Background: an optimization exercise with open tools, aiming at small area, a short achievable clock period and few clock cycles. Do not read the settings as production practice. At most, simulation tests tie the RTL to the original design; equivalence was not proved. For runs 1 to 3, only the layout was checked, not whether the RTL still works. No activity file was given, so power comes from the tool's default toggle rates.

==> design/flow/design.v <==
module Datapath (input clk, rst,
                 input [23:0] imem_data,
                 input [23:0] dmem_rdata,
                 output [23:0] imem_addr,
                 output [23:0] dmem_addr,
                 output [23:0] dmem_wdata,
                 output dmem_we,
                 output halted
);
    reg [23:0] H, W, K, C, X, J, L, P, T, AC, MDR, MAR, PC;
    reg [23:0] IR;       
    reg        vD;       
    reg [3:0]  rcode;    
    reg        d_inv;    
    reg        d_mul;    
    reg [23:0] OPR;      
    reg        o0;       
    reg [3:0]  dst;
    reg        x_ld, x_st, x_clac, x_mv, x_alu, x_cin, x_div, x_mul2, x_mul4, x_mul, x_jmp, x_const, x_halt;
    reg        x_rac, x_rmdr;    
    reg        x_acwr, x_achold;  
    reg [4:0]  mcnt;     
    reg        mskip;    
    wire [23:0] wval = OPR | ({24{x_rac}} & AC) | ({24{x_rmdr}} & MDR) |
                       ({24{x_const}} & IR) | ({24{x_ld}} & dmem_rdata);
    wire        wr   = x_mv | x_const;
    wire we_H = wr & (dst == 4'd1), we_W = wr & (dst == 4'd2), we_K = wr & (dst == 4'd3);
    wire we_C = wr & (dst == 4'd4), we_X = wr & (dst == 4'd5), we_J = wr & (dst == 4'd6);
    wire we_L = wr & (dst == 4'd7), we_P = wr & (dst == 4'd8), we_T = wr & (dst == 4'd9);
    wire we_A = wr & (dst == 4'd10), we_D = wr & (dst == 4'd12), we_M = wr & (dst == 4'd13);
    wire [23:0] sum;
    prefix_add24 adder (.a(AC), .b(OPR), .cin(x_cin), .s(sum));
    wire [23:0] mmask = ~(24'hFFFFFE << mcnt) & {24{AC[23]}};
    wire        skip4 = mskip & (AC[23:20] == 4'd0) & (mcnt != 5'd20);
    wire [4:0]  mnext = mcnt + (skip4 ? 5'd4 : 5'd1);
    wire        mdone = mcnt == 5'd23;
    wire        mstep = x_mul & ~skip4;
    wire taken = x_jmp & ~sum[23];
    wire stall = (x_mul & ~mdone) | x_halt;
    wire        ac_wr   = x_acwr;        
    wire        ac_hold = x_achold;      
    wire [23:0] use_sum = {24{x_alu}};
    wire [23:0] use_ms  = {24{mstep}} & mmask;
    wire [23:0] ac_oth  = ({24{ac_wr}} & wval) | ({24{ac_hold}} & AC) |
                          ({24{x_div}} & {4'd0, AC[23:4]}) |
                          (({24{x_mul2}} | ({24{mstep}} & ~mmask)) & {AC[22:0], 1'b0}) |
                          ({24{x_mul4}} & {AC[21:0], 2'b0}) |
                          ({24{x_mul & skip4}} & {AC[19:0], 4'd0});
    wire [23:0] ac_next = (use_sum & sum) | (use_ms & {sum[22:0], o0}) | (~use_sum & ~use_ms & ac_oth);
    wire [23:0] pc_inc;
    inc24 pcinc (.a(PC), .y(pc_inc));
    wire        pc_take = taken & ~rst;
    wire        pc_step = ~rst & ~stall & ~taken;
    wire        pc_keep = ~rst & stall;
    wire [23:0] pc_next = ({24{pc_take}} & IR) | ({24{pc_step}} & pc_inc) | ({24{pc_keep}} & PC);
    assign imem_addr  = PC;
    assign dmem_addr  = MAR;
    assign dmem_wdata = AC;
    assign dmem_we    = x_st;
    assign halted     = x_halt;
    wire [4:0] f_op  = imem_data[4:0];
    wire [2:0] f_od  = imem_data[7:5];
    wire [3:0] f_src = imem_data[12:9];
    wire f_mv   = f_op == 5'd8;
    wire f_opnd = f_op == 5'd11 || f_op == 5'd12 || f_op == 5'd16 || f_op == 5'd17;
    wire [3:0] f_ocode = (f_od == 3'd2) ? 4'd2 : (f_od == 3'd3) ? 4'd3 : (f_od == 3'd1) ? 4'd9 :
                         (f_od == 3'd5) ? 4'd5 : (f_od == 3'd6) ? 4'd6 : 4'd7;
    wire [3:0] f_rcode = f_mv ? ((f_src == 4'd10 || f_src == 4'd12) ? 4'd0 : f_src) :
                         f_opnd ? f_ocode : 4'd0;
    wire [4:0] d_op  = IR[4:0];
    wire [3:0] d_dst = IR[8:5];
    wire [3:0] d_src = IR[12:9];
    wire d_mv   = d_op == 5'd8;
    wire d_2w   = d_op == 5'd17 || d_op == 5'd20;       
    wire s_H  = rcode == 4'd1, s_W = rcode == 4'd2, s_K = rcode == 4'd3;
    wire s_C  = rcode == 4'd4, s_X = rcode == 4'd5, s_J = rcode == 4'd6;
    wire s_L  = rcode == 4'd7, s_P = rcode == 4'd8, s_T = rcode == 4'd9;
    wire s_IR = rcode == 4'd14;
    wire fwd  = x_mv & (dst == rcode) & (rcode != 4'd0);
    wire [23:0] rdv = ({24{s_H}} & H) | ({24{s_W}} & W) | ({24{s_K}} & K) | ({24{s_C}} & C) |
                      ({24{s_X}} & X) | ({24{s_J}} & J) | ({24{s_L}} & L) | ({24{s_P}} & P) |
                      ({24{s_T}} & T) | ({24{s_IR}} & IR);
    wire [23:0] opv = fwd ? wval : rdv;
    wire [23:0] opr_next = d_mul ? {1'b0, opv[23:1]} : opv ^ {24{d_inv}};
    always @(posedge clk) begin
        if (rst) begin
            vD      <= 1'b0;
            x_ld    <= 1'b0;
            x_st    <= 1'b0;
            x_clac  <= 1'b0;
            x_mv    <= 1'b0;
            x_alu   <= 1'b0;
            x_div   <= 1'b0;
            x_mul2  <= 1'b0;
            x_mul4  <= 1'b0;
            x_mul   <= 1'b0;
            x_jmp   <= 1'b0;
            x_const <= 1'b0;
            x_halt  <= 1'b0;
            x_rac   <= 1'b0;
            x_rmdr  <= 1'b0;
            x_acwr  <= 1'b0;
            x_achold <= 1'b1;
            mcnt    <= 5'd0;
            mskip   <= 1'b1;
        end else begin
            if (!stall) begin
                vD      <= ~taken & ~(vD & d_2w);
                x_ld    <= vD & (d_op == 5'd3);
                x_st    <= vD & (d_op == 5'd5);
                x_clac  <= vD & (d_op == 5'd7);
                x_mv    <= vD & d_mv;
                x_alu   <= vD & (d_op == 5'd9 || d_op == 5'd10 || d_op == 5'd11 || d_op == 5'd12);
                x_div   <= vD & (d_op == 5'd13);
                x_mul2  <= vD & (d_op == 5'd14);
                x_mul4  <= vD & (d_op == 5'd15);
                x_mul   <= vD & (d_op == 5'd16);
                x_jmp   <= vD & (d_op == 5'd17);
                x_const <= vD & (d_op == 5'd20);
                x_halt  <= vD & ~d_op[4] & ~d_op[3] & ~d_op[0];
                x_rac   <= vD & ((d_mv & (d_src == 4'd10)) | (d_op == 5'd5));
                x_rmdr  <= vD & d_mv & (d_src == 4'd12);
                x_acwr  <= vD & (d_op == 5'd3 || ((d_mv || d_op == 5'd20) && d_dst == 4'd10));
                x_achold <= ~vD | ~(d_op == 5'd3 || ((d_mv || d_op == 5'd20) && d_dst == 4'd10) ||
                                    d_op == 5'd7 || d_op == 5'd9 || d_op == 5'd10 || d_op == 5'd11 ||
                                    d_op == 5'd12 || d_op == 5'd13 || d_op == 5'd14 || d_op == 5'd15 ||
                                    d_op == 5'd16);
            end
            mcnt  <= (x_mul & ~mdone) ? mnext : 5'd0;
            mskip <= ~(x_mul & ~mdone) | skip4;
        end
    end
    always @(posedge clk) PC <= pc_next;
    always @(posedge clk) begin
        if (!stall) begin
            IR    <= imem_data;
            rcode <= f_rcode;
            d_inv <= f_op == 5'd12 || f_op == 5'd17 || f_op == 5'd10;
            d_mul <= f_op == 5'd16;
            dst   <= d_dst;
            OPR   <= opr_next;
            o0    <= opv[0];
            x_cin <= d_op == 5'd12 || d_op == 5'd17 || d_op == 5'd9;
        end
    end
    always @(posedge clk) begin
        if (we_H) H <= wval;
        if (we_W) W <= wval;
        if (we_K) K <= wval;
        if (we_C) C <= wval;
        if (we_X) X <= wval;
        if (we_J) J <= wval;
        if (we_L) L <= wval;
        if (we_P) P <= wval;
        if (we_T) T <= wval;
        if (we_M) MAR <= wval;
        if (we_D | x_ld | x_st) MDR <= wval;
        AC <= ac_next;
    end
endmodule
module prefix_add24 (input [23:0] a, b, input cin, output [23:0] s);
    wire [23:0] p0 = a ^ b;
    wire [23:0] g0 = a & b;
    wire [23:0] g [0:5];
    wire [23:0] p [0:5];
    assign g[0] = {g0[23:1], g0[0] | (p0[0] & cin)};
    assign p[0] = p0;
    genvar l, i;
    generate
        for (l = 0; l < 5; l = l + 1) begin : lev
            for (i = 0; i < 24; i = i + 1) begin : bi
                if (i >= (1 << l)) begin : n
                    assign g[l+1][i] = g[l][i] | (p[l][i] & g[l][i - (1 << l)]);
                    assign p[l+1][i] = p[l][i] & p[l][i - (1 << l)];
                end else begin : pass
                    assign g[l+1][i] = g[l][i];
                    assign p[l+1][i] = p[l][i];
                end
            end
        end
    endgenerate
    wire [23:0] c = {g[5][22:0], cin};    
    assign s = p0 ^ c;
endmodule
module inc24 (input [23:0] a, output [23:0] y);
    wire [23:0] t [0:5];
    assign t[0] = a;
    genvar l, i;
    generate
        for (l = 0; l < 5; l = l + 1) begin : lev
            for (i = 0; i < 24; i = i + 1) begin : bi
                if (i >= (1 << l)) begin : n
                    assign t[l+1][i] = t[l][i] & t[l][i - (1 << l)];
                end else begin : pass
                    assign t[l+1][i] = t[l][i];
                end
            end
        end
    endgenerate
    wire [23:0] c = {t[5][22:0], 1'b1};   
    assign y = a ^ c;
endmodule
==> design/flow/flow/run.sh <==
#!/bin/bash
# Standard layout, with plain buffers on the ports and timing repair aiming
# at a 6.6 ns setup margin.
bash standard.sh SETUP_SLACK_MARGIN=6.6 'BUFFER_PORTS_ARGS=-buffer_cell sky130_fd_sc_hd__buf_2' finish > standard.log 2>&1
==> design/flow/standard.sh <==
#!/bin/bash
# synth_recipe.tcl (not shown) runs the flow's synth.tcl, then flattens the netlist and writes it again
# the make line also repeats each setting of config.mk as NAME=value (left out here)
make -C /OpenROAD-flow-scripts/flow DESIGN_CONFIG=/design/flow/config.mk WORK_HOME=/design/flow/orfs CLKGATE_MAP_FILE= SYNTH_SCRIPT=/design/flow/synth_recipe.tcl "${@:-finish}"
==> design/flow/config.mk <==
export PLATFORM = sky130hd
export DESIGN_NAME = Datapath
export DESIGN_NICKNAME = Datapath
export VERILOG_FILES = /design/flow/design.v
export SDC_FILE = /design/flow/constraint.sdc
export NUM_CORES = 4
export LEC_CHECK = 0
export CAP_MARGIN = 20
export CORE_MARGIN = 2
export CORE_UTILIZATION = 60
export CTS_BUF_LIST = sky130_fd_sc_hd__clkbuf_8
export CTS_CLUSTER_DIAMETER = 60
export CTS_CLUSTER_SIZE = 15
export SLEW_MARGIN = 20
==> design/flow/constraint.sdc <==
create_clock -name core_clock -period 10.0 [get_ports {clk}]
set_input_delay 2.0000 -clock core_clock [delete_from_list [all_inputs] [get_ports {clk}]]
set_output_delay 2.0000 -clock core_clock [all_outputs]
set_load 0.01 [all_outputs]
==> results of run 1 <==
## final timing paths
check                                     from      to  slack [ns]  depth (start not counted)
worst max-delay path            dmem_rdata[19]  AC[19]        6.55                          8
worst min-delay path                        o0   AC[0]        0.49                          1
worst max register to register           AC[0]  PC[11]        6.69                          9
worst min register to register              o0   AC[0]        0.49                          1
## cells by family after synthesis
logic type | count (synthesis)
xor gates and xnor gates | 49
and+or+nand+nor | 395
muxes | 47
adders and majority gates | 28
DFF | 394
buffers and inverters | 127
AOI/OAI and AO/OA | 451
## flip-flops by register name (all words and copies together), names as in the netlist, 4 cells and up
name and flops:
K 24, X 24, T 24, MDR 24
mcnt 5, AC 24, W 24, rcode 4
J 24, H 24, C 24, P 24
dst 4, OPR 24, PC 24, L 24
IR 24, MAR 24
## power groups by stage
stage,registers (mW),clock network [mW],logic [mW]
finish,2.21,0.982,1.10
CTS,2.19,0.997,1.07
detailed placement,2.22,0,1.06
global placement,2.23,0,1.05
global route,2.21,1.05,1.19
floorplan,2.11,0,0.761
## per-stage QoR
stage          std cells  instance area (µm²)  setup WS (ns)  hold WS (ns)  utilization
2_1_floorplan       1491                18500           6.19         0.445            -
3_3_place_gp        1934                19600           6.07         0.459        0.643
3_5_place_dp        1934                19600           5.99         0.468        0.643
4_1_cts             1991                20300           6.60         0.489        0.667
5_1_grt             1993                20300           6.53         0.511        0.668
6_report            1993                20300           6.55         0.488        0.668
## critical path: stages
cell	delay, ns
buf_2	0.10
a222oi_1	0.26
nand2_1	0.40
a221o_1	0.41
a221oi_1	0.20
or3_1	0.14
o31ai_1	0.06
or3_1	0.32
## repair_timing
action	CTS	global route
resized for setup	10	7
buffers inserted	0	2
endpoints found under the setup margin	11	35
pin swaps	0	2
## routing by layer
layer | vias up | part of all wire | global-route usage
met4 | 0 | 0.029 | 0.103
met3 | 105 | 0.10 | 0.0614
met1 | 6967 | 0.40 | 0.497
met5 | - | 0 | 0
li1 | 6214 | - | -
met2 | 866 | 0.46 | 0.526
## cells in the final DEF, fill, tap and decap left out, types with 23 or more instances in the layout
cell        n
edfxtp_1  324
buf_2     122
nand2_1   121
a22oi_1    85
a21oi_1    68
dfxtp_1    59
nor2_1     56
mux2i_1    46
a222oi_1   45
a221oi_1   39
clkbuf_8   39
nand4_1    37
nor3_1     34
a22o_1     31
buf_4      31
xor2_1     30
ha_1       26
nand3_1    25
a221o_1    24
nor2b_1    23
o21ai_0    23
## area by class of cell
cell class	count	area share
Timing Repair Buffer	155	0.0426
Multi-Input combinational cell	970	0.346
Tap cell	396	0.0244
Sequential cell	394	0.548
Inverter	21	0.00388
Clock buffer	39	0.0264
Clock inverter	18	0.00861
==> summary.txt, run 1 <==
Placement
  – Final GP Congestion: 0.930
  – Post-DP HPWL: 36.4 mm
  – IO Port Bufs: 123

Routing
  – Vias per inst: 7.10
  – Final wirelength: 56.5 mm
  – Pre-antenna DRT Iters: 8
  – DRT iter0 DRCs: 2000
  – Via count: 14.2k
  – DR WL/cell: 28.3 µm
  – DRC violations left: 0
  – ANT nets after route: 0

Synthesis
  – Syn_nets: 1569
  – Post-Syn Instances: 1491
  – Compound-Gate Fraction of Synth Area: 0.192
  – Ys flop type: edfxtp_1
  – Top-count cell post-synth: edfxtp_1
  – Post-Synth Adder-Cell Area: 0.0198
  – Simple-gate portion of the synthesized area: 0.111
  – Async SR Flop Fraction: 0
  – Number of flops mapped to enable cells by yosys: 324
  – Synthesized area: 0.0185 mm²
  – Synthesis-stage register bit count: 394
  – Mapped Avg Cell Area: 12.4 µm²
  – Post-synthesis mux area share: 0.0255
  – Main combinational cell family by area after synthesis: compound AO/OA/AOI/OAI gates
  – Post-synth top area share: 0.526
  – Yosys cell types: 77
  – Synth Warn #: 3
  – Post-Synth XOR/XNOR Area: 0.0232
  – Yosys top cell by area: edfxtp_1
  – Seq/Total Area, Yosys: 0.602
  – Largest cells by area after synthesis: edfxtp_1 53%, dfxtp_1 7.6%, a22oi_1 3.5%
  – Top post-synthesis cells by count: 324 x edfxtp_1, 121 x nand2_1, 85 x a22oi_1

Floorplan
  – Die extent in x: 180 µm
  – Die area: 0.0322 mm²
  – Ports: 124
  – Core ar.: 0.0304 mm²
  – Rows: 64
  – Initial Util: 0.608
  – Die Ht: 180 µm

Clocking
  – Hold buffers post-CTS: 0
  – H-tree Lvls: 2
  – CTS Buf Count: 38
  – Clk Latency, worst-skew pair: 0.59 ns
  – Clock-pin transition on the worst setup and hold timing paths: 0.09 ns
  – Clock Path Buffers: 3
  – Root Driver: clkbuf_8
  – CTS tree: built
  – Clk sinks: 394

Finish
  – Synthesis-to-finish area growth: 9.99%
  – Fin nets: 1658
  – Multi-input logic area: 0.00704 mm²
  – Layout cells sized above 1: 0.160
  – Register area: 0.0111 mm²
  – ANT cells: 0
  – Filler instances: 2330

STA
  – Fin. Hold Viols: 0
  – Fmax achieved: 290 MHz
  – RSZ-0062 raised after global routing: true
  – Slew Limit Fails: 0
  – Tcrit/Tclk final: 0.345
  – Least-Margin Pin Slew: 1.10 ns
  – # setup viols final: 0
  – Final setup TNS: 0 ns
  – Clock Skew: 0.0471 ns
  – Min cycle time layout: 3.45 ns
  – Slew margin rel.: 0.267

Pwr
  – Switching Power: 1.53 mW
  – Maximum vdd drop: 183 µV
  – Leak: 7.22 nW
  – Internal Power: 2.77 mW
  – Switching part of the total: 0.356
  – Pwr Total: 4.30 mW
  – Comb power frac: 0.257
  – Pwr Density: 211 mW/mm²
  – Sequential share of power: 0.514
  – Clock Power Share: 0.229

Setup path
  – Critical path class: in2reg
  – CP max FO: 13
  – CP arrival: 3.90 ns
  – Crit path required time: 10.45 ns
  – CP Capture Type: flip-flop
  – CP Launch Type: input pin

Status
  – Status: timing/DRC/antenna clean

Flow run
  – Max-cap violation count: 0

Global routing
  – GR Util All Layers: 0.340
  – First-pass GRT wire length: 83.7 mm
  – Grt total ovfl: 0
  – Vias in the first global route: 13.1k
  – Initial antenna violation count: 0
  – Largest net degree at the start of global routing: 65

Worst hold path
  – Hold Crit Class: reg2reg
==> run 2, diff against run 1 <==
==> design/flow/flow/run.sh (replaced) <==
#!/bin/bash
# Standard layout, with plain buffers on the ports and timing repair aiming
# at a 6.5 ns setup margin.
bash standard.sh SETUP_SLACK_MARGIN=6.5 'BUFFER_PORTS_ARGS=-buffer_cell sky130_fd_sc_hd__buf_2' finish > standard.log 2>&1
--- a/design/flow/config.mk
+++ b/design/flow/config.mk
@@ -10,5 +10,5 @@
 export CORE_UTILIZATION = 60
-export CTS_BUF_LIST = sky130_fd_sc_hd__clkbuf_8
+export CTS_BUF_LIST = sky130_fd_sc_hd__clkbuf_16
 export CTS_CLUSTER_DIAMETER = 60
-export CTS_CLUSTER_SIZE = 15
+export CTS_CLUSTER_SIZE = 20
 export SLEW_MARGIN = 20
==> run 2 against run 1 <==
Cell count down 0.40%. Synthesized cell count did not move. Maximum frequency fell by 0.62%. Sequential share of layout area decreased by 0.78 points. Flip-flop and latch count unchanged. Power grew 6.0%. Die area did not move. Highest routed layer unchanged.
==> summary.txt, run 2 <==
Setup path
  – Crit path required time: 8.00 ns (-2.45 ns)
  – Slowest cell on crit path: dfxtp_1
  – CP Launch Type: flip-flop
  – CP max FO: 8 (-5)
  – Critical path class: reg2out
  – Crit path max-delay family: flip-flops
  – CP Capture Type: output port
  – Cell Chain, Critical Path: buf_2
  – CP arrival: 1.47 ns (-2.43 ns)
  – CP bufs+invs: 1 (unchanged)
  – Slowest stage delay, CP: 0.66 ns (+0.25 ns)

Routing
  – Vias per inst: 7.13 (+0.40%)
  – Via count: 14.2k (unchanged)
  – Pre-antenna DRT Iters: 10 (+2)
  – ANT nets after route: 0 (unchanged)
  – DRC violations left: 0 (unchanged)
  – DR WL/cell: 28.3 µm (about the same)
  – DRT iter0 DRCs: 2101 (+5.1%)
  – Final wirelength: 56.2 mm (-0.46%)

Floorplan
  – Initial Util: 0.608 (unchanged)
  – Die Ht: 180 µm (unchanged)
  – Rows: 64 (unchanged)
  – Die area: 0.0322 mm² (unchanged)
  – Ports: 124 (unchanged)
  – Die extent in x: 180 µm (unchanged)
  – Core ar.: 0.0304 mm² (unchanged)

Global routing
  – Met3 Usage GRT: 0.0598 (-0.00162)
  – Grt total ovfl: 0 (unchanged)
  – Initial antenna violation count: 0 (unchanged)
  – GR Util All Layers: 0.339 (-0.00167)
  – Met1 Use GR: 0.494 (-0.00236)
  – Largest net degree at the start of global routing: 65 (unchanged)
  – Gr busiest metal: met2
  – First-pass GRT wire length: 83.6 mm (-0.12%)
  – Vias in the first global route: 13.1k (+0.16%)
  – Met2 Usage GRT: 0.526 (+0.000613)

Pwr
  – Sequential share of power: 0.484 (-0.030)
  – Internal Power: 2.97 mW (+7.4%)
  – Switching part of the total: 0.348 (-0.00801)
  – Clock Power Share: 0.276 (+0.047)
  – Comb power frac: 0.240 (-0.017)
  – Pwr Total: 4.56 mW (+6.0%)
  – Leak: 7.34 nW (+1.7%)
  – Maximum vdd drop: 178 µV (-2.7%)
  – Pwr Density: 221 mW/mm² (+4.7%)
  – Switching Power: 1.59 mW (+3.7%)

Synthesis
  – Top-count cell post-synth: edfxtp_1
  – Ys flop type: edfxtp_1
  – Synthesis-stage register bit count: 394 (unchanged)
  – Synthesized area: 0.0185 mm² (unchanged)
  – Mapped Avg Cell Area: 12.4 µm² (unchanged)
  – Async SR Flop Fraction: 0 (unchanged)
  – Yosys cell types: 77 (unchanged)
  – Number of flops mapped to enable cells by yosys: 324 (unchanged)
  – Top post-synthesis cells by count: 324 x edfxtp_1, 121 x nand2_1, 85 x a22oi_1
  – Syn_nets: 1569 (unchanged)
  – Largest cells by area after synthesis: edfxtp_1 53%, dfxtp_1 7.6%, a22oi_1 3.5%
  – Seq/Total Area, Yosys: 0.602 (unchanged)
  – Yosys top cell by area: edfxtp_1
  – Post-Syn Instances: 1491 (unchanged)
  – Post-synth top area share: 0.526 (unchanged)
  – Synth Warn #: 3 (unchanged)

Placement
  – Post-DP HPWL: 36.4 mm (unchanged)
  – Final GP Congestion: 0.930 (unchanged)
  – IO Port Bufs: 123 (unchanged)

Status
  – Status: timing/DRC/antenna clean

Finish
  – Fin nets: 1649 (-0.54%)
  – Most frequent cells in the layout: 324 x edfxtp_1, 122 x buf_2, 121 x nand2_1
  – Layout cells sized above 1: 0.148 (-0.0124)
  – ANT cells: 0 (unchanged)
  – Synthesis-to-finish area growth: 11.5%
  – Most common cell after layout, fill and taps aside: edfxtp_1

STA
  – Clock Skew: 0.0187 ns (-0.0284 ns)
  – Final setup TNS: 0 ns (unchanged)
  – Fmax achieved: 288 MHz (-0.62%)
  – Slew margin rel.: 0.277 (+0.00975)
  – Min cycle time layout: 3.47 ns (+0.0213 ns)
  – Tcrit/Tclk final: 0.347 (+0.00213)
  – RSZ-0062 raised after global routing: false
  – Fin. Hold Viols: 0 (unchanged)
  – Least-Margin Pin Slew: 1.08 ns (-0.0146 ns)
  – Slew Limit Fails: 0 (unchanged)
  – # setup viols final: 0 (unchanged)

Clocking
  – Clk Latency, worst-skew pair: 0.58 ns (about the same)
  – H-tree Lvls: 1 (-1)
  – Clock Path Buffers: 3 (unchanged)
  – CTS Buf Count: 31 (-18%)
  – Clk sinks: 394 (unchanged)
  – Clock-pin transition on the worst setup and hold timing paths: 0.08 ns (about the same)
  – Root Driver: clkbuf_16
  – CTS tree: built

Worst hold path
  – Hold Crit Class: reg2reg

Flow run
  – Max-cap violation count: 0 (unchanged)
-- run 2: layer usage --
layer  share of wire  vias to the layer above
li1                -                     6219
met1            0.40                     6971
met2            0.46                      862
met3            0.10                      100
met4           0.029                        0
met5               0                        -
-- run 2: logic make-up after synthesis --
family	count (synthesis)	synth area share
xor+xnor	49	0.0232
compound gates	451	0.192
flops	394	0.602
mux	47	0.0255
buf+inv	127	0.0273
simple gates	395	0.111
fa+ha+maj	28	0.0198
-- run 2: final cells by class --
type                       instances  area [µm²]
sequential                       394       11100
fill                            2288        9820
multi-input combinational        970        7040
timing repair buffer             153         847
clock buffer                      31         776
tap                              396         495
clock inverter                    20         240
inverter                          21        78.8
-- run 2: per-stage QoR --
step,instances,setup slack (ns),hold slack [ns],util,cell area [µm²]
6_report,1985,6.53,0.488,0.677,20600
5_1_grt,1985,6.50,0.508,0.677,20600
4_1_cts,1985,6.56,0.486,0.677,20600
3_5_place_dp,1934,5.99,0.468,0.643,19600
3_3_place_gp,1934,6.07,0.459,0.643,19600
2_1_floorplan,1491,6.19,0.445,-,18500
-- run 2: path summary, 6_finish.rpt --
check	start	to	slack [ns]	cells past startpoint
setup / recovery	AC[20]	dmem_wdata[20]	6.53	1
hold / removal	o0	AC[0]	0.49	1
setup reg to reg	AC[18]	PC[11]	6.61	9
hold reg to reg	o0	AC[0]	0.49	1
-- run 2: repair_timing --
| item | in CTS | in global routing |
|---|---|---|
| setup buffers | 0 | 0 |
| pin swaps | 0 | 1 |
| resized for setup | 1 | 4 |
| hold endpoints to repair | 0 | 0 |
| hold buffers | 0 | 0 |
| setup endpoints to repair | 1 | 30 |
-- run 2: power by group through the flow --
stage	sequential, mW	combinational [mW]	clock, mW
floorplan	2.11	0.761	0
global placement	2.23	1.05	0
detailed placement	2.22	1.06	0
CTS	2.19	1.07	1.27
global route	2.20	1.18	1.32
finish	2.20	1.09	1.26
==> run 3, diff against run 2 <==
--- a/design/flow/design.v
+++ b/design/flow/design.v
@@ -21,6 +21,8 @@
     reg        x_acwr, x_achold;  
+    reg        st_pend;  
+    reg        halt_q;   
     reg [4:0]  mcnt;     
     reg        mskip;    
-    wire [23:0] wval = OPR | ({24{x_rac}} & AC) | ({24{x_rmdr}} & MDR) |
-                       ({24{x_const}} & IR) | ({24{x_ld}} & dmem_rdata);
+    wire [23:0] wval = OPR | ({24{x_rac}} & AC) | ({24{x_rmdr | (x_ld & st_pend)}} & MDR) |
+                       ({24{x_const}} & IR) | ({24{x_ld & ~st_pend}} & dmem_rdata);
     wire        wr   = x_mv | x_const;
@@ -57,5 +59,5 @@
     assign dmem_addr  = MAR;
-    assign dmem_wdata = AC;
-    assign dmem_we    = x_st;
-    assign halted     = x_halt;
+    assign dmem_wdata = MDR;
+    assign dmem_we    = st_pend;
+    assign halted     = halt_q;
     wire [4:0] f_op  = imem_data[4:0];
@@ -105,3 +107,7 @@
             mskip   <= 1'b1;
+            st_pend <= 1'b0;
+            halt_q  <= 1'b0;
         end else begin
+            st_pend <= x_st & ~stall;
+            halt_q  <= x_halt;
             if (!stall) begin
--- a/design/flow/config.mk
+++ b/design/flow/config.mk
@@ -10,5 +10,5 @@
 export CORE_UTILIZATION = 60
-export CTS_BUF_LIST = sky130_fd_sc_hd__clkbuf_16
+export CTS_BUF_LIST = sky130_fd_sc_hd__clkbuf_8
 export CTS_CLUSTER_DIAMETER = 60
-export CTS_CLUSTER_SIZE = 20
+export CTS_CLUSTER_SIZE = 15
 export SLEW_MARGIN = 20
==> run 3 against run 2 <==
Final area is 3.4% lower. Power is 7.7% lower. Clock skew is 0.00064 ns lower. Combinational power is 12% lower. Wire length is 3.4% lower. Critical path type is now reg2reg. Clock-buffer cell count is 6 higher. Clock power is 14% lower. Sequential share of layout area is 2.1 points higher. Largest power group unchanged. Critical path depth is 8 higher.
==> summary.txt, run 3 <==
Status
  – Status: timing/DRC/antenna clean

Global routing
  – Initial antenna violation count: 0 (unchanged)
  – GR Util All Layers: 0.347 (+0.00818)
  – Gr busiest metal: met2
  – Met1 Use GR: 0.480 (-0.0141)
  – Vias in the first global route: 12.8k (-2.2%)
  – Grt total ovfl: 0 (unchanged)
  – Largest net degree at the start of global routing: 61 (-6.2%)
  – First-pass GRT wire length: 80.1 mm (-4.2%)
  – Met3 Usage GRT: 0.0777 (+0.0180)
  – Met2 Usage GRT: 0.531 (+0.00436)

Setup path
  – Critical path class: reg2reg
  – R2R setup slack: 6.58 ns (-0.03 ns)
  – Worst setup path startpoint: OPR[0]
  – Reg-to-reg startpoint: OPR[0]
  – CP Capture Type: flip-flop
  – CP arrival: 3.90 ns (+2.43 ns)
  – CP Launch Type: flip-flop
  – CP max FO: 16 (+8)
  – Crit path required time: 10.48 ns (+2.48 ns)

Finish
  – Layout cells sized above 1: 0.158 (+0.0102)
  – Most common cell after layout, fill and taps aside: edfxtp_1
  – Finished Layout Cells: 1921 (-3.2%)
  – Fin nets: 1593 (-3.4%)
  – Most frequent cells in the layout: 324 x edfxtp_1, 123 x buf_2, 95 x nand2_1
  – Synthesis-to-finish area growth: 10.7%
  – ANT cells: 0 (unchanged)
  – Design area: 0.0199 mm² (-3.4%)

Clocking
  – Clock-pin transition on the worst setup and hold timing paths: 0.10 ns (+0.02 ns)
  – CTS tree: built
  – Hold buffers post-CTS: 0 (unchanged)
  – Root Driver: clkbuf_8
  – Clock Path Buffers: 3 (unchanged)
  – CTS Buf Count: 37 (+19%)
  – Clk Latency, worst-skew pair: 0.58 ns (about the same)
  – Clk sinks: 396 (+0.51%)
  – H-tree Lvls: 2 (+1)
  – Post-CTS setup buffer count: 0 (unchanged)

Synthesis
  – Yosys top cell by area: edfxtp_1
  – Mapped Avg Cell Area: 12.7 µm² (+2.5%)
  – Ys flop type: edfxtp_1
  – Seq/Total Area, Yosys: 0.621 (+0.0193)
  – Largest cells by area after synthesis: edfxtp_1 54%, dfxtp_1 8.0%, a221o_1 4.1%
  – Number of flops mapped to enable cells by yosys: 324 (unchanged)
  – Top post-synthesis cells by count: 324 x edfxtp_1, 95 x nand2_1, 89 x a22oi_1
  – Synth Warn #: 3 (unchanged)
  – Synthesized area: 0.0180 mm² (-2.8%)
  – Post-Syn Instances: 1414 (-5.2%)
  – Synthesis-stage register bit count: 396 (+0.51%)
  – Top-count cell post-synth: edfxtp_1
  – Async SR Flop Fraction: 0 (unchanged)
  – Syn_nets: 1492 (-4.9%)
  – Yosys cell types: 64 (-17%)
  – Post-synth top area share: 0.541 (+0.0149)

Routing
  – Final wirelength: 54.3 mm (-3.4%)
  – Vias per inst: 7.14 (+0.15%)
  – DRT iter0 DRCs: 2086 (-0.71%)
  – DRC violations left: 0 (unchanged)
  – Via count: 13.7k (-3.1%)
  – ANT nets after route: 0 (unchanged)
  – Pre-antenna DRT Iters: 13 (+3)
  – DR WL/cell: 28.3 µm (-0.15%)

Floorplan
  – Die Ht: 177 µm (-1.4%)
  – Initial Util: 0.608 (about the same)
  – Ports: 124 (unchanged)
  – Die extent in x: 177 µm (-1.4%)
  – Rows: 63 (-1.6%)
  – Die area: 0.0314 mm² (-2.7%)
  – Core ar.: 0.0296 mm² (-2.9%)

Flow run
  – Max-cap violation count: 0 (unchanged)

STA
  – Slew Limit Fails: 0 (unchanged)
  – Fmax achieved: 292 MHz (+1.3%)
  – RSZ-0062 raised after global routing: true
  – # setup viols final: 0 (unchanged)
  – Final setup TNS: 0 ns (unchanged)
  – Slew margin rel.: 0.265 (-0.0116)
  – Tcrit/Tclk final: 0.342 (-0.00451)
  – Min cycle time layout: 3.42 ns (-0.0451 ns)
  – Least-Margin Pin Slew: 1.10 ns (+0.0174 ns)
  – Fin. Hold Viols: 0 (unchanged)
  – Clock Skew: 0.0180 ns (-0.000638 ns)
  – WHS: 0.501 ns (+0.0131 ns)

Placement
  – IO Port Bufs: 123 (unchanged)
  – Final GP Congestion: 0.936 (+0.70%)
  – Post-DP HPWL: 35.6 mm (-2.2%)
  – Placed Instances: 1866 (-3.5%)
  – Placed Area: 0.0191 mm² (-2.4%)

Worst hold path
  – Hold Crit Class: reg2reg
  – Min-delay src: x_rmdr

Pwr
  – Pwr Total: 4.21 mW (-7.7%)
  – Maximum vdd drop: 132 µV (-26%)
  – Leak: 6.93 nW (-5.6%)
  – Pwr Density: 211 mW/mm² (-4.4%)
## run 3: cell count changes after synthesis, moves of 9 or more
cell,previous run,this run
a221o_1,24,74
a221oi_1,39,27
a222oi_1,45,24
a311oi_1,3,21
mux2i_1,46,28
nand2_1,121,95
nor2_1,61,76
nor2b_1,23,12
nor3_1,37,17
o21ai_0,23,38
or4_1,12,3
xnor2_1,19,32
## run 3: critical path: stages (launching register included)
cell      delay, ns
edfxtp_1       0.51
fa_1           0.48
a211oi_1       0.23
o21ai_1        0.21
o211ai_1       0.32
a21oi_2        0.21
a22o_1         0.30
or3b_4         0.53
a32o_1         0.26
a211o_1        0.27
## run 3: layout make-up
class	instances	area, µm²
clock buffers	37	509
clock inverters	18	274
repair buffers	154	848
flip-flops and latches	396	11200
inverters	23	86.3
multi-input cells	903	6530
well taps	390	488
fillers	2218	9650
## run 3: worst paths after layout
path	cells past startpoint	endpoint
max reg2reg	9	PC[22]
min reg2reg	2	x_rmdr
min	2	x_rmdr
max	9	PC[22]
## run 3: through the flow
step / utilization / worst slack [ns]
finish: 0.673 / 6.58
global route: 0.673 / 6.47
CTS: 0.673 / 6.55
detailed placement: 0.646 / 6.32
global placement: 0.646 / 6.32
floorplan: - / 6.54
## run 3: where the power goes
| part | switching (mW) | internal [mW] | total (mW) |
|---|---|---|---|
| registers | 0.184 | 1.98 | 2.17 |
| logic | 0.603 | 0.356 | 0.959 |
| clock network | 0.570 | 0.511 | 1.08 |
| total | 1.36 | 2.85 | 4.21 |
## run 3: timing repair
action | in CTS | in global routing
hold endpoints to repair | 0 | 0
resized for setup | 2 | 2
setup endpoints to repair | 4 | 2
## run 3: cell families (layout without fill, tap and decap cells)
family / after synthesis / in the layout / synth area share
XOR/XNOR: 59 / 59 / 0.0287
multiplexers: 29 / 29 / 0.0162
adder cells (fa/ha/maj): 28 / 28 / 0.0203
flip-flops: 396 / 396 / 0.621
buffers and inverters: 115 / 232 / 0.0249
AO/OA/AOI/OAI: 461 / 461 / 0.197
AND/OR/NAND/NOR: 326 / 326 / 0.0910
## run 3: metal layers
metal  wire [µm]  up-vias
met5           0        -
met4        2660        0
met3        5660      152
met2       24400      873
met1       21600     6762
li1            -     5929
==> run 4, diff against run 3 <==
--- a/design/flow/design.v
+++ b/design/flow/design.v
@@ -23,2 +23,3 @@
     reg        halt_q;   
+    reg        stl;      
     reg [4:0]  mcnt;     
@@ -40,3 +41,3 @@
     wire taken = x_jmp & ~sum[23];
-    wire stall = (x_mul & ~mdone) | x_halt;
+    wire stall = stl;    
     wire        ac_wr   = x_acwr;        
@@ -109,3 +110,6 @@
             halt_q  <= 1'b0;
+            stl     <= 1'b0;
         end else begin
+            stl     <= stall ? (x_halt | (x_mul & (mnext != 5'd23)))
+                             : (vD & (d_op == 5'd16 || (~d_op[4] & ~d_op[3] & ~d_op[0])));
             st_pend <= x_st & ~stall;
==> run 4 against run 3 <==
Final area grew 0.55%. Clock skew is essentially flat. Hold slack lost 0.025 ns. Die area grew 1.1%. Combinational power shrank 8.6%. Cell count grew 1.8%. Critical path type unchanged. Synthesized cell count grew 2.7%. Maximum frequency grew 3.0%. Via count grew 1.9%. Still clean on timing, DRC and antenna. Clock-buffer cell count is the same.
==> summary.txt, run 4 <==
Routing
  – Pre-antenna DRT Iters: 8 (-5)
  – DRT iter0 DRCs: 2184 (+4.7%)
  – Vias per inst: 7.15 (+0.14%)
  – Via count: 14.0k (+1.9%)
  – Final wirelength: 56.1 mm (+3.2%)
  – DRC violations left: 0 (unchanged)
  – ANT nets after route: 0 (unchanged)
  – DR WL/cell: 28.7 µm (+1.4%)

Pwr
  – Leak: 6.91 nW (-0.17%)
  – Comb power frac: 0.217 (-0.011)
  – Clock Power Share: 0.251 (-0.006)
  – Pwr Density: 201 mW/mm² (-4.7%)
  – Switching part of the total: 0.327 (+0.00424)
  – Sequential share of power: 0.532 (+0.017)
  – Maximum vdd drop: 155 µV (+17%)
  – Internal Power: 2.71 mW (-4.8%)
  – Switching Power: 1.32 mW (-2.9%)

STA
  – Fin. Hold Viols: 0 (unchanged)
  – RSZ-0062 raised after global routing: false
  – # setup viols final: 0 (unchanged)
  – Min cycle time layout: 3.32 ns (-0.0998 ns)
  – Slew Limit Fails: 0 (unchanged)
  – Clock Skew: 0.0180 ns (-0.0000270 ns)
  – Final setup TNS: 0 ns (unchanged)
  – Fmax achieved: 301 MHz (+3.0%)
  – Least-Margin Pin Slew: 1.07 ns (-0.0309 ns)
  – Slew margin rel.: 0.286 (+0.0207)
  – Tcrit/Tclk final: 0.332 (-0.00998)

Setup path
  – Crit path required time: 10.49 ns (about the same)
  – CP bufs+invs: 0 (unchanged)
  – Crit Reg-Reg Endpoint: PC[19]
  – Critical path class: reg2reg
  – CP arrival: 3.81 ns (-0.09 ns)
  – Slowest cell on crit path: o41ai_4
  – R2R setup slack: 6.68 ns (+0.10 ns)
  – Reg-to-reg startpoint: AC[8]
  – Cell Chain, Critical Path: ha_1 > a21oi_2 > nor2_1 > o41ai_4 > a21oi_4 > o21ai_1 > nand2_4 > or4_1 > a31oi_1
  – CP max FO: 29 (+13)
  – FF-to-FF path depth: 9 (unchanged)
  – CP Capture Type: flip-flop
  – Crit path max-delay family: compound AO/OA/AOI/OAI gates
  – Slowest stage delay, CP: 0.57 ns (+0.04 ns)
  – CP Launch Type: flip-flop

Clocking
  – Hold buffers post-CTS: 0 (unchanged)
  – H-tree Lvls: 2 (unchanged)
  – Clk sinks: 397 (+0.25%)
  – CTS tree: built
  – CTS Buf Count: 37 (unchanged)
  – Clock-pin transition on the worst setup and hold timing paths: 0.09 ns (about the same)
  – Post-CTS setup buffer count: 0 (unchanged)
  – Clock Path Buffers: 3 (unchanged)
  – Clk Latency, worst-skew pair: 0.58 ns (about the same)
  – Root Driver: clkbuf_8

Finish
  – ANT cells: 0 (unchanged)
  – Layout cells sized above 1: 0.159 (+0.00104)
  – Synthesis-to-finish area growth: 10.1%
  – Most common cell after layout, fill and taps aside: edfxtp_1
  – Most frequent cells in the layout: 324 x edfxtp_1, 124 x nand2_1, 123 x buf_2
  – Design area: 0.0200 mm² (+0.55%)
  – Fin nets: 1628 (+2.2%)

Flow run
  – Max-cap violation count: 0 (unchanged)

Synthesis
  – Post-synth top area share: 0.535 (-0.00603)
  – Syn_nets: 1530 (+2.5%)
  – Yosys cell types: 73 (+14%)
  – Seq/Total Area, Yosys: 0.616 (-0.00583)
  – Synthesized area: 0.0182 mm² (+1.1%)
  – Mapped Avg Cell Area: 12.5 µm² (-1.5%)
  – Top-count cell post-synth: edfxtp_1
  – Async SR Flop Fraction: 0 (unchanged)
  – Yosys top cell by area: edfxtp_1
  – Post-Syn Instances: 1452 (+2.7%)
  – Synth Warn #: 3 (unchanged)
  – Top post-synthesis cells by count: 324 x edfxtp_1, 125 x nand2_1, 90 x a22oi_1, 90 x nor2_1, 73 x dfxtp_1
  – Ys flop type: edfxtp_1
  – Number of flops mapped to enable cells by yosys: 324 (unchanged)
  – Largest cells by area after synthesis: edfxtp_1 54%, dfxtp_1 8.0%, a221o_1 3.7%
  – Synthesis-stage register bit count: 397 (+0.25%)

Floorplan
  – Rows: 63 (unchanged)
  – Die Ht: 178 µm (+0.55%)
  – Initial Util: 0.612 (+0.00359)
  – Core ar.: 0.0297 mm² (+0.53%)
  – Ports: 124 (unchanged)
  – Die area: 0.0317 mm² (+1.1%)
  – Die extent in x: 178 µm (+0.55%)

Global routing
  – Grt total ovfl: 0 (unchanged)
  – First-pass GRT wire length: 82.4 mm (+2.9%)
  – Largest net degree at the start of global routing: 69 (+13%)
  – Vias in the first global route: 13.0k (+1.6%)
  – Initial antenna violation count: 1 (+1)
  – GR Util All Layers: 0.355 (+0.00791)

Placement
  – Final GP Congestion: 0.992 (+5.9%)
  – IO Port Bufs: 123 (unchanged)
  – Post-DP HPWL: 36.3 mm (+1.9%)
  – Placed Area: 0.0193 mm² (+0.88%)

Worst hold path
  – Hold Crit Depth: 2 (unchanged)
  – Hold Crit Class: reg2reg
  – Hold worst-path end: x_jmp
  – Min-delay src: x_jmp

Status
  – Status: timing/DRC/antenna clean
-- run 4: cell types whose count changed after synthesis, moves of 6 or more --
cell and delta:
xor2_1 -8, nor4b_1 -6, o21ai_0 -11, nor2_1 +14, nand2_1 +30, o21a_1 +6
clkbuf_1 -10, nand3b_1 -7, buf_2 +6, a221o_1 -6
-- run 4: worst max-delay path by stage --
stage             end    start  slack [ns]  cells after the start
4_1_cts        PC[22]    AC[8]        6.58                      9
2_1_floorplan    C[0]  x_const        6.18                      4
3_5_place_dp   x_rmdr      rst        6.19                      7
5_1_grt        PC[19]   OPR[0]        6.58                      9
6_report       PC[19]    AC[8]        6.68                      9
3_3_place_gp   x_rmdr      rst        6.22                      7
-- run 4: kinds of logic after synthesis --
family | share of synthesized area
AOI/OAI and AO/OA | 0.193
DFF | 0.616
and+or+nand+nor | 0.100
buffers and inverters | 0.0257
xor gates and xnor gates | 0.0265
muxes | 0.0184
adders and majority gates | 0.0201
-- run 4: timing repair --
item	4_1_cts	5_1_grt
gates resized for setup	2	4
hold endpoints to repair	0	0
setup endpoints to repair	7	13
-- run 4: worst reg2reg max path, cell delays in order (launching register included) --
cell and delay, ns:
dfxtp_1 0.55, ha_1 0.38, a21oi_2 0.17, nor2_1 0.08, o41ai_4 0.57, a21oi_4 0.17
o21ai_1 0.30, nand2_4 0.25, or4_1 0.57, a31oi_1 0.19
-- run 4: power by group through the flow --
stage | sequential, mW | clock (mW) | combinational [mW]
after floorplan | 2.06 | 0 | 0.620
after global placement | 2.17 | 0 | 0.829
after detailed placement | 2.17 | 0 | 0.843
after CTS | 2.13 | 1.01 | 0.850
after global routing | 2.15 | 1.07 | 0.944
final | 2.14 | 1.01 | 0.877
-- run 4: cell type report --
cell class                      instances  area, µm²
Inverter                               23       86.3
Multi-Input combinational cell        938       6700
Sequential cell                       397      11200
Fill cell                            2151       9700
Timing Repair Buffer                  153        841
Tap cell                              390        488
Clock buffer                           37        509
Clock inverter                         17        204
-- run 4: stage by stage --
stage / setup slack [ns] / instances / util / hold WS [ns] / total power [mW]
after floorplan: 6.18 / 1452 / - / 0.427 / 2.68
after global placement: 6.22 / 1901 / 0.648 / 0.461 / 3.00
after detailed placement: 6.19 / 1901 / 0.648 / 0.462 / 3.01
after CTS: 6.58 / 1955 / 0.673 / 0.469 / 3.99
after global routing: 6.58 / 1955 / 0.674 / 0.484 / 4.16
final: 6.68 / 1955 / 0.674 / 0.475 / 4.03
-- run 4: per-layer routing --
metal	global-route usage	routed length (µm)	up-vias
met3	0.0592	6140	143
met4	0.147	2480	0
met5	0	0	-
met2	0.530	24800	990
li1	-	-	6021
met1	0.519	22700	6824
Testbench counts of run 4, summed over its fixed seeds: cycles 103,362.
==> run 5, diff against run 4 <==
==> design/flow/flow/run.sh (replaced) <==
#!/bin/bash
# Standard layout, with plain buffers on the ports and timing repair aiming
# at a 6.9 ns setup margin.
bash standard.sh SETUP_SLACK_MARGIN=6.9 'BUFFER_PORTS_ARGS=-buffer_cell sky130_fd_sc_hd__buf_2' finish > standard.log 2>&1
==> run 5 against run 4 <==
Global-route usage increased by 0.077 points. Critical path type is now reg2out. Register-to-register slack gained 0.31 ns. Via count up 1.8%. Synthesized area did not move.
==> summary.txt, run 5 <==
Status
  – Status: timing/DRC/antenna clean

Synthesis
  – Top-count cell post-synth: edfxtp_1
  – Synthesized area: 0.0182 mm² (unchanged)
  – Synthesis-stage register bit count: 397 (unchanged)
  – Yosys cell types: 73 (unchanged)
  – Syn_nets: 1530 (unchanged)
  – Top post-synthesis cells by count: 324 x edfxtp_1, 125 x nand2_1, 90 x a22oi_1, 90 x nor2_1, 73 x dfxtp_1
  – Synth Warn #: 3 (unchanged)
  – Largest cells by area after synthesis: edfxtp_1 54%, dfxtp_1 8.0%, a221o_1 3.7%
  – Number of flops mapped to enable cells by yosys: 324 (unchanged)
  – Compound-Gate Fraction of Synth Area: 0.193 (unchanged)
  – Seq/Total Area, Yosys: 0.616 (unchanged)
  – Post-Syn Instances: 1452 (unchanged)
  – Simple-gate portion of the synthesized area: 0.100 (unchanged)
  – Post-synth top area share: 0.535 (unchanged)
  – Ys flop type: edfxtp_1
  – Post-Synth XOR/XNOR Area: 0.0265 (unchanged)
  – Mapped Avg Cell Area: 12.5 µm² (unchanged)
  – Yosys top cell by area: edfxtp_1
  – Async SR Flop Fraction: 0 (unchanged)
  – Post-Synth Adder-Cell Area: 0.0201 (unchanged)
  – Post-synthesis mux area share: 0.0184 (unchanged)
  – Main combinational cell family by area after synthesis: compound AO/OA/AOI/OAI gates

Flow run
  – Max-cap violation count: 0 (unchanged)

Clocking
  – Clk sinks: 397 (unchanged)
  – CTS Buf Count: 38 (+2.7%)
  – Hold buffers post-CTS: 0 (unchanged)
  – Clock Path Buffers: 3 (unchanged)
  – Clock-pin transition on the worst setup and hold timing paths: 0.09 ns (about the same)
  – Root Driver: clkbuf_8
  – CTS tree: built
  – H-tree Lvls: 2 (unchanged)
  – Clk Latency, worst-skew pair: 0.60 ns (+0.02 ns)

Global routing
  – First-pass GRT wire length: 83.2 mm (+0.88%)
  – Largest net degree at the start of global routing: 48 (-30%)
  – GR Util All Layers: 0.356 (+0.000774)
  – Grt total ovfl: 0 (unchanged)
  – Vias in the first global route: 13.2k (+1.3%)
  – Initial antenna violation count: 2 (+1)

Routing
  – Final wirelength: 56.6 mm (+0.90%)
  – ANT nets after route: 0 (unchanged)
  – DR WL/cell: 28.0 µm (-2.4%)
  – DRC violations left: 0 (unchanged)
  – Via count: 14.2k (+1.8%)
  – Met1 WL: 22.2 mm (-2.2%)
  – Pre-antenna DRT Iters: 9 (+1)
  – Vias per inst: 7.04 (-1.5%)
  – DRT iter0 DRCs: 2073 (-5.1%)
  – Wire length on met3: 6.46 mm (+5.1%)
  – Met2 WL: 25.7 mm (+3.7%)
  – Max layer used: met5

Pwr
  – Maximum vdd drop: 144 µV (-6.9%)
  – Leak: 7.28 nW (+5.2%)
  – Pwr Density: 194 mW/mm² (-3.5%)

Floorplan
  – Die extent in x: 178 µm (unchanged)
  – Ports: 124 (unchanged)
  – Die area: 0.0317 mm² (unchanged)
  – Core ar.: 0.0297 mm² (unchanged)
  – Rows: 63 (unchanged)
  – Initial Util: 0.612 (unchanged)
  – Die Ht: 178 µm (unchanged)

Placement
  – IO Port Bufs: 123 (unchanged)
  – Post-DP HPWL: 36.2 mm (-0.19%)
  – Placed Instances: 1901 (unchanged)
  – Final GP Congestion: 0.939 (-5.3%)

Setup path
  – Critical path class: reg2out
  – CP Capture Type: output port
  – Slowest cell on crit path: edfxtp_1
  – Slowest stage delay, CP: 0.47 ns (-0.10 ns)
  – CP arrival: 1.22 ns (-2.59 ns)
  – Cell Chain, Critical Path: buf_6
  – Crit path max-delay family: flip-flops
  – CP Launch Type: flip-flop
  – CP max FO: 2 (-93%)
  – FF-to-FF path depth: 10 (+1)
  – Crit path required time: 8.00 ns (-2.49 ns)
  – CP bufs+invs: 1 (+1)
  – Crit path depth: 1 (-8)

Finish
  – Most common cell after layout, fill and taps aside: edfxtp_1
  – Synthesis-to-finish area growth: 14.2%
  – Most frequent cells in the layout: 324 x edfxtp_1, 124 x nand2_1, 110 x buf_2
  – Filler instances: 2114 (-1.7%)
  – Layout cells sized above 1: 0.221 (+0.0622)
  – ANT cells: 0 (unchanged)
  – Finished Layout Cells: 2021 (+3.4%)
  – Fin nets: 1692 (+3.9%)

STA
  – Slew Limit Fails: 0 (unchanged)
  – Slew margin rel.: 0.264 (-0.0220)
  – Fmax achieved: 311 MHz (+3.3%)
  – Min cycle time layout: 3.22 ns (-0.106 ns)
  – Clock Skew: 0.0350 ns (+0.0170 ns)
  – RSZ-0062 raised after global routing: true
  – Least-Margin Pin Slew: 1.10 ns (+0.0330 ns)
  – Tcrit/Tclk final: 0.322 (-0.0106)
  – # setup viols final: 0 (unchanged)
  – Final setup TNS: 0 ns (unchanged)
  – Fin. Hold Viols: 0 (unchanged)
  – WHS: 0.482 ns (+0.00639 ns)

Worst hold path
  – Hold Crit Class: reg2reg
  – Hold Crit Depth: 2 (unchanged)
## run 5: cell counts after synthesis
No cell type changed its count.
## run 5: metal layers
metal / vias to the layer above / GRT usage
li1: 6161 / -
met3: 141 / 0.0620
met4: 2 / 0.128
met2: 1003 / 0.555
met5: - / 0
met1: 6919 / 0.505
## run 5: path summary, 6_finish.rpt
| path | start | end | slack [ns] |
|---|---|---|---|
| hold / removal | x_rmdr | x_rmdr | 0.48 |
| setup / recovery | MDR[16] | dmem_wdata[16] | 6.78 |
| setup reg to reg | AC[12] | PC[21] | 6.99 |
| hold reg to reg | x_rmdr | x_rmdr | 0.48 |
## run 5: repair_timing
item / 4_1_cts / 5_1_grt
setup endpoints to repair: 100 / 121
buffers inserted: 20 / 41
gates resized for setup: 44 / 35
pin swaps: 3 / 8
cloned: 0 / 2
## run 5: area by class of cell
class	count	area, µm²	area share
Sequential cell	397	11200	0.542
Timing Repair Buffer	214	1400	0.0673
Multi-Input combinational cell	939	6820	0.329
Clock inverter	18	176	0.00850
Tap cell	390	488	0.0235
Timing Repair inverter	1	5.00	0.000241
Clock buffer	39	537	0.0259
Inverter	23	90.1	0.00434
## run 5: metrics by stage
stage	instance area, µm²	util	total power, mW	setup slack (ns)
floorplan	18200	-	2.68	6.18
global placement	19300	0.649	3.00	6.35
detailed placement	19300	0.649	3.00	6.30
CTS	20300	0.682	3.98	6.78
global route	20800	0.699	4.18	6.77
finish	20800	0.699	4.04	6.78
## run 5: logic make-up after synthesis
kind of cell,Yosys count
AND/OR/NAND/NOR,370
AO/OA/AOI/OAI,452
adder cells (fa/ha/maj),28
flip-flops,397
XOR/XNOR,55
multiplexers,33
buffers and inverters,117
## run 5: power breakdown
part,leakage (nW),switching [mW],total [mW],internal [mW]
logic,3.23,0.548,0.900,0.352
registers,3.68,0.199,2.14,1.94
clock network,0.365,0.589,0.995,0.407
total,7.28,1.34,4.04,2.70
==> run 6, diff against run 5 <==
==> design/flow/flow/run.sh (replaced) <==
#!/bin/bash
# Standard layout, with plain buffers on the ports and timing repair aiming
# at a 6.8 ns setup margin.
bash standard.sh SETUP_SLACK_MARGIN=6.8 'BUFFER_PORTS_ARGS=-buffer_cell sky130_fd_sc_hd__buf_2' finish > standard.log 2>&1
==> run 6 against run 5 <==
Via count decreased by 0.91%. Cell count decreased by 3.0%. Sequential power about the same. Power is 1.7% lower. Critical path depth unchanged. Clock power is 5.5% lower. Synthesized cell count stayed put. Synthesized area unchanged. Critical endpoint unchanged. Largest cell class unchanged.
==> summary.txt, run 6 <==
Status
  – Status: timing/DRC/antenna clean

Synthesis
  – Mapped Avg Cell Area: 12.5 µm² (unchanged)
  – Number of flops mapped to enable cells by yosys: 324 (unchanged)
  – Syn_nets: 1530 (unchanged)
  – Post-synthesis mux area share: 0.0184 (unchanged)
  – Yosys top cell by area: edfxtp_1
  – Largest cells by area after synthesis: edfxtp_1 54%, dfxtp_1 8.0%, a221o_1 3.7%
  – Post-Synth Adder-Cell Area: 0.0201 (unchanged)
  – Top-count cell post-synth: edfxtp_1
  – Yosys cell types: 73 (unchanged)
  – Compound-Gate Fraction of Synth Area: 0.193 (unchanged)
  – Main combinational cell family by area after synthesis: compound AO/OA/AOI/OAI gates
  – Post-Syn Instances: 1452 (unchanged)
  – Synthesized area: 0.0182 mm² (unchanged)
  – Ys flop type: edfxtp_1
  – Top post-synthesis cells by count: 324 x edfxtp_1, 125 x nand2_1, 90 x a22oi_1, 90 x nor2_1, 73 x dfxtp_1
  – Async SR Flop Fraction: 0 (unchanged)
  – Post-Synth XOR/XNOR Area: 0.0265 (unchanged)
  – Synthesis-stage register bit count: 397 (unchanged)
  – Seq/Total Area, Yosys: 0.616 (unchanged)
  – Simple-gate portion of the synthesized area: 0.100 (unchanged)
  – Synth Warn #: 3 (unchanged)
  – Post-synth top area share: 0.535 (unchanged)

Placement
  – Post-DP HPWL: 36.7 mm (+1.2%)
  – Final GP Congestion: 0.966 (+2.8%)
  – IO Port Bufs: 123 (unchanged)

Floorplan
  – Core ar.: 0.0297 mm² (unchanged)
  – Die area: 0.0317 mm² (unchanged)
  – Die extent in x: 178 µm (unchanged)
  – Ports: 124 (unchanged)
  – Initial Util: 0.612 (unchanged)
  – Rows: 63 (unchanged)
  – Die Ht: 178 µm (unchanged)

STA
  – Fmax achieved: 309 MHz (-0.74%)
  – Min cycle time layout: 3.24 ns (+0.0240 ns)
  – # setup viols final: 0 (unchanged)
  – Fin. Hold Viols: 0 (unchanged)
  – Tcrit/Tclk final: 0.324 (+0.00240)
  – Final setup TNS: 0 ns (unchanged)
  – RSZ-0062 raised after global routing: true
  – Least-Margin Pin Slew: 1.18 ns (+0.0787 ns)
  – Slew Limit Fails: 0 (unchanged)
  – Clock Skew: 0.0199 ns (-0.0151 ns)
  – Slew margin rel.: 0.211 (-0.0525)

Global routing
  – Vias in the first global route: 13.1k (-0.84%)
  – Grt total ovfl: 0 (unchanged)
  – Initial antenna violation count: 1 (-1)
  – First-pass GRT wire length: 82.9 mm (-0.31%)
  – Largest net degree at the start of global routing: 69 (+44%)
  – GR Util All Layers: 0.354 (-0.00129)

Clocking
  – Clock-pin transition on the worst setup and hold timing paths: 0.10 ns (about the same)
  – H-tree Lvls: 2 (unchanged)
  – CTS tree: built
  – Hold buffers post-CTS: 0 (unchanged)
  – Clock Path Buffers: 3 (unchanged)
  – CTS Buf Count: 35 (-7.9%)
  – Root Driver: clkbuf_8
  – Clk Latency, worst-skew pair: 0.57 ns (-0.03 ns)
  – Clk sinks: 397 (unchanged)

Pwr
  – Switching part of the total: 0.327 (-0.00391)
  – Clock Power Share: 0.237 (-0.010)
  – Switching Power: 1.30 mW (-2.9%)
  – Internal Power: 2.67 mW (-1.2%)
  – Maximum vdd drop: 150 µV (+4.1%)
  – Leak: 6.96 nW (-4.4%)
  – Comb power frac: 0.221 (-0.002)
  – Pwr Density: 198 mW/mm² (+1.6%)
  – Sequential share of power: 0.542 (+0.011)

Finish
  – Multi-input logic area: 0.00675 mm² (-1.0%)
  – Most frequent cells in the layout: 324 x edfxtp_1, 124 x nand2_1, 122 x buf_2
  – Final core occ: 0.676 (-0.0227)
  – Layout cells sized above 1: 0.170 (-0.0514)
  – Most common cell after layout, fill and taps aside: edfxtp_1
  – Register area: 0.0112 mm² (-0.38%)
  – Fin nets: 1635 (-3.4%)
  – Filler instances: 2171 (+2.7%)
  – Synthesis-to-finish area growth: 10.5%
  – ANT cells: 0 (unchanged)

Setup path
  – Cell Chain, Critical Path: buf_2
  – CP arrival: 1.24 ns (+0.02 ns)
  – CP Capture Type: output port
  – CP max FO: 2 (unchanged)
  – CP Launch Type: flip-flop
  – Critical path class: reg2out
  – Crit path required time: 8.00 ns (about the same)
  – CP bufs+invs: 1 (unchanged)
  – Slowest stage delay, CP: 0.48 ns (about the same)
  – Crit path max-delay family: flip-flops
  – Slowest cell on crit path: edfxtp_1

Routing
  – DR WL/cell: 28.8 µm (+2.7%)
  – Pre-antenna DRT Iters: 7 (-2)
  – ANT nets after route: 0 (unchanged)
  – Via count: 14.1k (-0.91%)
  – DRT iter0 DRCs: 2242 (+8.2%)
  – DRC violations left: 0 (unchanged)
  – Vias per inst: 7.19 (+2.1%)
  – Final wirelength: 56.4 mm (-0.33%)

Flow run
  – Max-cap violation count: 0 (unchanged)

Worst hold path
  – Hold Crit Class: reg2reg
[run 6: cell counts after synthesis]
No cell type changed its count.
[run 6: cell type report]
type                            instances  share of cell area
Tap cell                              390              0.0243
Clock inverter                         16             0.00791
Clock buffer                           35              0.0240
Inverter                               23             0.00430
Timing Repair Buffer                  161              0.0458
Multi-Input combinational cell        939               0.336
Sequential cell                       397               0.558
[run 6: what timing repair did]
action / 4_1_cts / 5_1_grt
endpoints found under the setup margin: 35 / 32
buffers inserted: 5 / 3
gates resized for setup: 9 / 15
endpoints found under the hold margin: 0 / 0
pin swaps: 2 / 3
cloned: 0 / 1
[run 6: metrics by stage]
step | power (mW) | hold slack, ns | cells | cell area, µm² | worst slack, ns
after floorplan | 2.68 | 0.426 | 1452 | 18200 | 6.18
after global placement | 3.00 | 0.457 | 1901 | 19300 | 6.31
after detailed placement | 3.01 | 0.461 | 1901 | 19300 | 6.26
after CTS | 3.93 | 0.473 | 1957 | 20000 | 6.76
after global routing | 4.11 | 0.493 | 1961 | 20100 | 6.76
final | 3.97 | 0.470 | 1961 | 20100 | 6.76
[run 6: cells by family after synthesis]
logic type                 Yosys count
AOI/OAI and AO/OA                  452
muxes                               33
buffers and inverters              117
DFF                                397
and+or+nand+nor                    370
adders and majority gates           28
xor gates and xnor gates            55
[run 6: per-layer routing]
metal  wire length [µm]  share of wire  GRT usage  vias to the layer above
met5                 13        0.00023          0                        -
met4               2480          0.044      0.142                        2
met3               6600           0.12     0.0744                      152
met2              25100           0.44      0.537                      995
met1              22300           0.39      0.502                     6897
li1                   -              -          -                     6050
[run 6: power groups by stage]
stage | clock (mW) | combinational, mW | sequential [mW]
after floorplan | 0 | 0.621 | 2.06
after global placement | 0 | 0.821 | 2.18
after detailed placement | 0 | 0.834 | 2.18
after CTS | 0.943 | 0.846 | 2.14
after global routing | 1.00 | 0.948 | 2.15
final | 0.940 | 0.877 | 2.15
[run 6: worst paths after layout]
check / startpoint / end / slack, ns / cells past startpoint
min reg2reg: x_rmdr / x_rmdr / 0.47 / 2
min: x_rmdr / x_rmdr / 0.47 / 2
max reg2reg: rcode[0] / OPR[4] / 6.92 / 9
max: MDR[16] / dmem_wdata[16] / 6.76 / 1
==> run 7, diff against run 6 <==
==> design/flow/flow/run.sh (replaced) <==
#!/bin/bash
# Standard layout, with plain buffers on the ports and timing repair aiming
# at a 6.7 ns setup margin.
bash standard.sh SETUP_SLACK_MARGIN=6.7 'BUFFER_PORTS_ARGS=-buffer_cell sky130_fd_sc_hd__buf_2' finish > standard.log 2>&1
--- a/design/flow/config.mk
+++ b/design/flow/config.mk
@@ -13,2 +13,3 @@
 export CTS_CLUSTER_SIZE = 15
+export GPL_TIMING_DRIVEN = 1
 export SLEW_MARGIN = 20
==> run 7 against run 6 <==
Largest cell class unchanged. Cell count about the same. Synthesized area unchanged. Critical path type unchanged. Synthesized cell count did not move. Critical endpoint is now imem_addr[7].
==> summary.txt, run 7 <==
Status
  – Status: timing/DRC/antenna clean

Synthesis
  – Ys flop type: edfxtp_1
  – Yosys top cell by area: edfxtp_1
  – Post-synth top area share: 0.535 (unchanged)
  – Synth Warn #: 3 (unchanged)
  – Synthesis-stage register bit count: 397 (unchanged)
  – Mapped Avg Cell Area: 12.5 µm² (unchanged)
  – Top post-synthesis cells by count: 324 x edfxtp_1, 125 x nand2_1, 90 x a22oi_1, 90 x nor2_1, 73 x dfxtp_1
  – Syn_nets: 1530 (unchanged)
  – Seq/Total Area, Yosys: 0.616 (unchanged)
  – Top-count cell post-synth: edfxtp_1
  – Number of flops mapped to enable cells by yosys: 324 (unchanged)
  – Post-Syn Instances: 1452 (unchanged)

STA
  – # setup viols final: 0 (unchanged)
  – Slew margin rel.: 0.290 (+0.0791)
  – Final setup TNS: 0 ns (unchanged)
  – Least-Margin Pin Slew: 1.06 ns (-0.118 ns)
  – Setup ws final: 6.77 ns (+0.0138 ns)
  – Fin. Hold Viols: 0 (unchanged)
  – Clock Skew: 0.0199 ns (-0.0000299 ns)
  – RSZ-0062 raised after global routing: false
  – Tcrit/Tclk final: 0.323 (-0.00138)
  – Slew Limit Fails: 0 (unchanged)

Worst hold path
  – Hold Crit Depth: 1 (-1)
  – Hold Crit Class: reg2reg

Setup path
  – CP bufs+invs: 1 (unchanged)
  – Crit Reg-Reg Endpoint: AC[20]
  – CP arrival: 1.23 ns (about the same)
  – R2R setup slack: 6.88 ns (-0.04 ns)
  – Critical path class: reg2out
  – CP Launch Type: flip-flop
  – Crit path max-delay family: flip-flops
  – Crit path required time: 8.00 ns (about the same)
  – Cell Chain, Critical Path: buf_2

Clocking
  – Clk sinks: 397 (unchanged)
  – CTS tree: built
  – Clock-pin transition on the worst setup and hold timing paths: 0.10 ns (about the same)
  – Clock Path Buffers: 3 (unchanged)
  – Root Driver: clkbuf_8
  – H-tree Lvls: 2 (unchanged)
  – Clk Latency, worst-skew pair: 0.58 ns (about the same)
  – Hold buffers post-CTS: 0 (unchanged)

Placement
  – Post-DP HPWL: 36.3 mm (-1.0%)
  – IO Port Bufs: 123 (unchanged)
  – Final GP Congestion: 0.992 (+2.7%)
  – Pre-CTS setup slack: 6.19 ns (-0.0719 ns)

Routing
  – ANT nets after route: 0 (unchanged)
  – Vias per inst: 7.19 (about the same)
  – DRC violations left: 0 (unchanged)
  – Final wirelength: 56.2 mm (-0.36%)
  – DRT iter0 DRCs: 2277 (+1.6%)
  – DR WL/cell: 28.7 µm (-0.31%)
  – Pre-antenna DRT Iters: 9 (+2)

Global routing
  – Vias in the first global route: 13.0k (-0.64%)
  – Grt total ovfl: 0 (unchanged)
  – Largest net degree at the start of global routing: 69 (unchanged)
  – First-pass GRT wire length: 82.4 mm (-0.56%)

Pwr
  – Comb power frac: 0.218 (-0.003)
  – Switching part of the total: 0.326 (-0.000494)
  – Switching Power: 1.32 mW (+1.5%)
  – Internal Power: 2.72 mW (+1.7%)

Finish
  – Most common cell after layout, fill and taps aside: edfxtp_1
  – Fin nets: 1632 (-0.18%)
  – Most frequent cells in the layout: 324 x edfxtp_1, 124 x nand2_1, 122 x buf_2
  – Layout cells sized above 1: 0.163 (-0.00743)

Floorplan
  – Rows: 63 (unchanged)
  – Die Ht: 178 µm (unchanged)
  – Die area: 0.0317 mm² (unchanged)
  – Ports: 124 (unchanged)
  – Core ar.: 0.0297 mm² (unchanged)

Flow run
  – Max-cap violation count: 0 (unchanged)
==> run 7: cell counts after synthesis <==
Identical to the previous run, type by type.
==> run 7: cell type report <==
| class | count | area, µm² | share of cell area |
|---|---|---|---|
| tap | 390 | 488 | 0.0243 |
| inverter | 23 | 86.3 | 0.00431 |
| clock buffer | 37 | 509 | 0.0254 |
| multi-input combinational | 939 | 6710 | 0.334 |
| antenna | 1 | 2.50 | 0.000125 |
| timing repair buffer | 156 | 866 | 0.0432 |
| sequential | 397 | 11200 | 0.558 |
| clock inverter | 17 | 204 | 0.0102 |
==> run 7: metrics by stage <==
stage          instance area, µm²  hold WS (ns)  power [mW]  instances   util
2_1_floorplan               18200         0.427        2.68       1452      -
3_3_place_gp                19300         0.461        3.00       1901  0.648
3_5_place_dp                19300         0.462        3.01       1901  0.648
4_1_cts                     20000         0.469        3.99       1956  0.673
5_1_grt                     20100         0.484        4.16       1959  0.675
6_report                    20100         0.473        4.03       1960  0.675
==> run 7: cells by family (layout without fill, tap and decap cells) <==
group                      count (synthesis)  in the layout  share of synthesized area
AOI/OAI and AO/OA                        452            452                      0.193
xor gates and xnor gates                  55             55                     0.0265
adders and majority gates                 28             28                     0.0201
buffers and inverters                    117            233                     0.0257
DFF                                      397            397                      0.616
muxes                                     33             33                     0.0184
other                                      0              1                          0
and+or+nand+nor                          370            371                      0.100
==> run 7: worst max-delay path by stage <==
stage,from,end,slack (ns),cells past startpoint
6_report,PC[7],imem_addr[7],6.77,1
2_1_floorplan,x_const,C[0],6.18,4
3_5_place_dp,rst,x_rmdr,6.19,7
4_1_cts,AC[0],AC[22],6.71,12
5_1_grt,AC[0],AC[20],6.70,12
3_3_place_gp,rst,x_rmdr,6.22,7
==> run 7: power by group through the flow <==
stage / logic (mW) / registers (mW) / clock network [mW]
after floorplan: 0.620 / 2.06 / 0
after global placement: 0.829 / 2.17 / 0
after detailed placement: 0.843 / 2.17 / 0
after CTS: 0.851 / 2.13 / 1.01
after global routing: 0.947 / 2.15 / 1.06
final: 0.880 / 2.15 / 1.01
==> run 7: what timing repair did <==
| action | in CTS | in global routing |
|---|---|---|
| endpoints found under the setup margin | 28 | 18 |
| pin swaps | 0 | 3 |
| hold endpoints to repair | 0 | 0 |
| setup buffers | 1 | 2 |
| gates resized for setup | 4 | 6 |
| gates cloned | 0 | 1 |
==> run 7: routing by layer <==
metal  GRT usage  wire length [µm]  vias to the layer above
li1            -                 -                     6042
met1       0.521             22600                     6903
met2       0.533             25000                     1015
met3      0.0580              6370                      137
met4       0.138              2240                        0
met5           0                 0                        -

[port drivers added, routing unchanged]
Ports are ideal in the flow. The routed layouts listed here were re-timed in OpenROAD. Step 1 sets driving cells, clkbuf_16 on the clock port and buf_2 on the other inputs (assumed; they add their load-dependent delay and slew). Step 2 times the ports against the registers' clock, not the clock port: input delays grow and output delays shrink by t, the midpoint of the rising clock arrivals with the driver on. a / b / c = ideal ports / drivers / drivers and shift; a / b = the first two.
run | t, ns | setup WS [ns]
run 1 | 0.613 | 6.554 / 6.543 / 5.970
run 2 | 0.627 | 6.533 / 6.478 / 6.012
run 3 | 0.619 | 6.578 / 6.578 / 6.286
run 4 | 0.617 | 6.678 / 6.678 / 6.133
run 5 | 0.629 | 6.784 / 6.736 / 6.334
run 6 | 0.613 | 6.760 / 6.712 / 6.253
run 7 | 0.619 | 6.774 / 6.724 / 6.288
After both steps setup and hold are still met in every run listed.
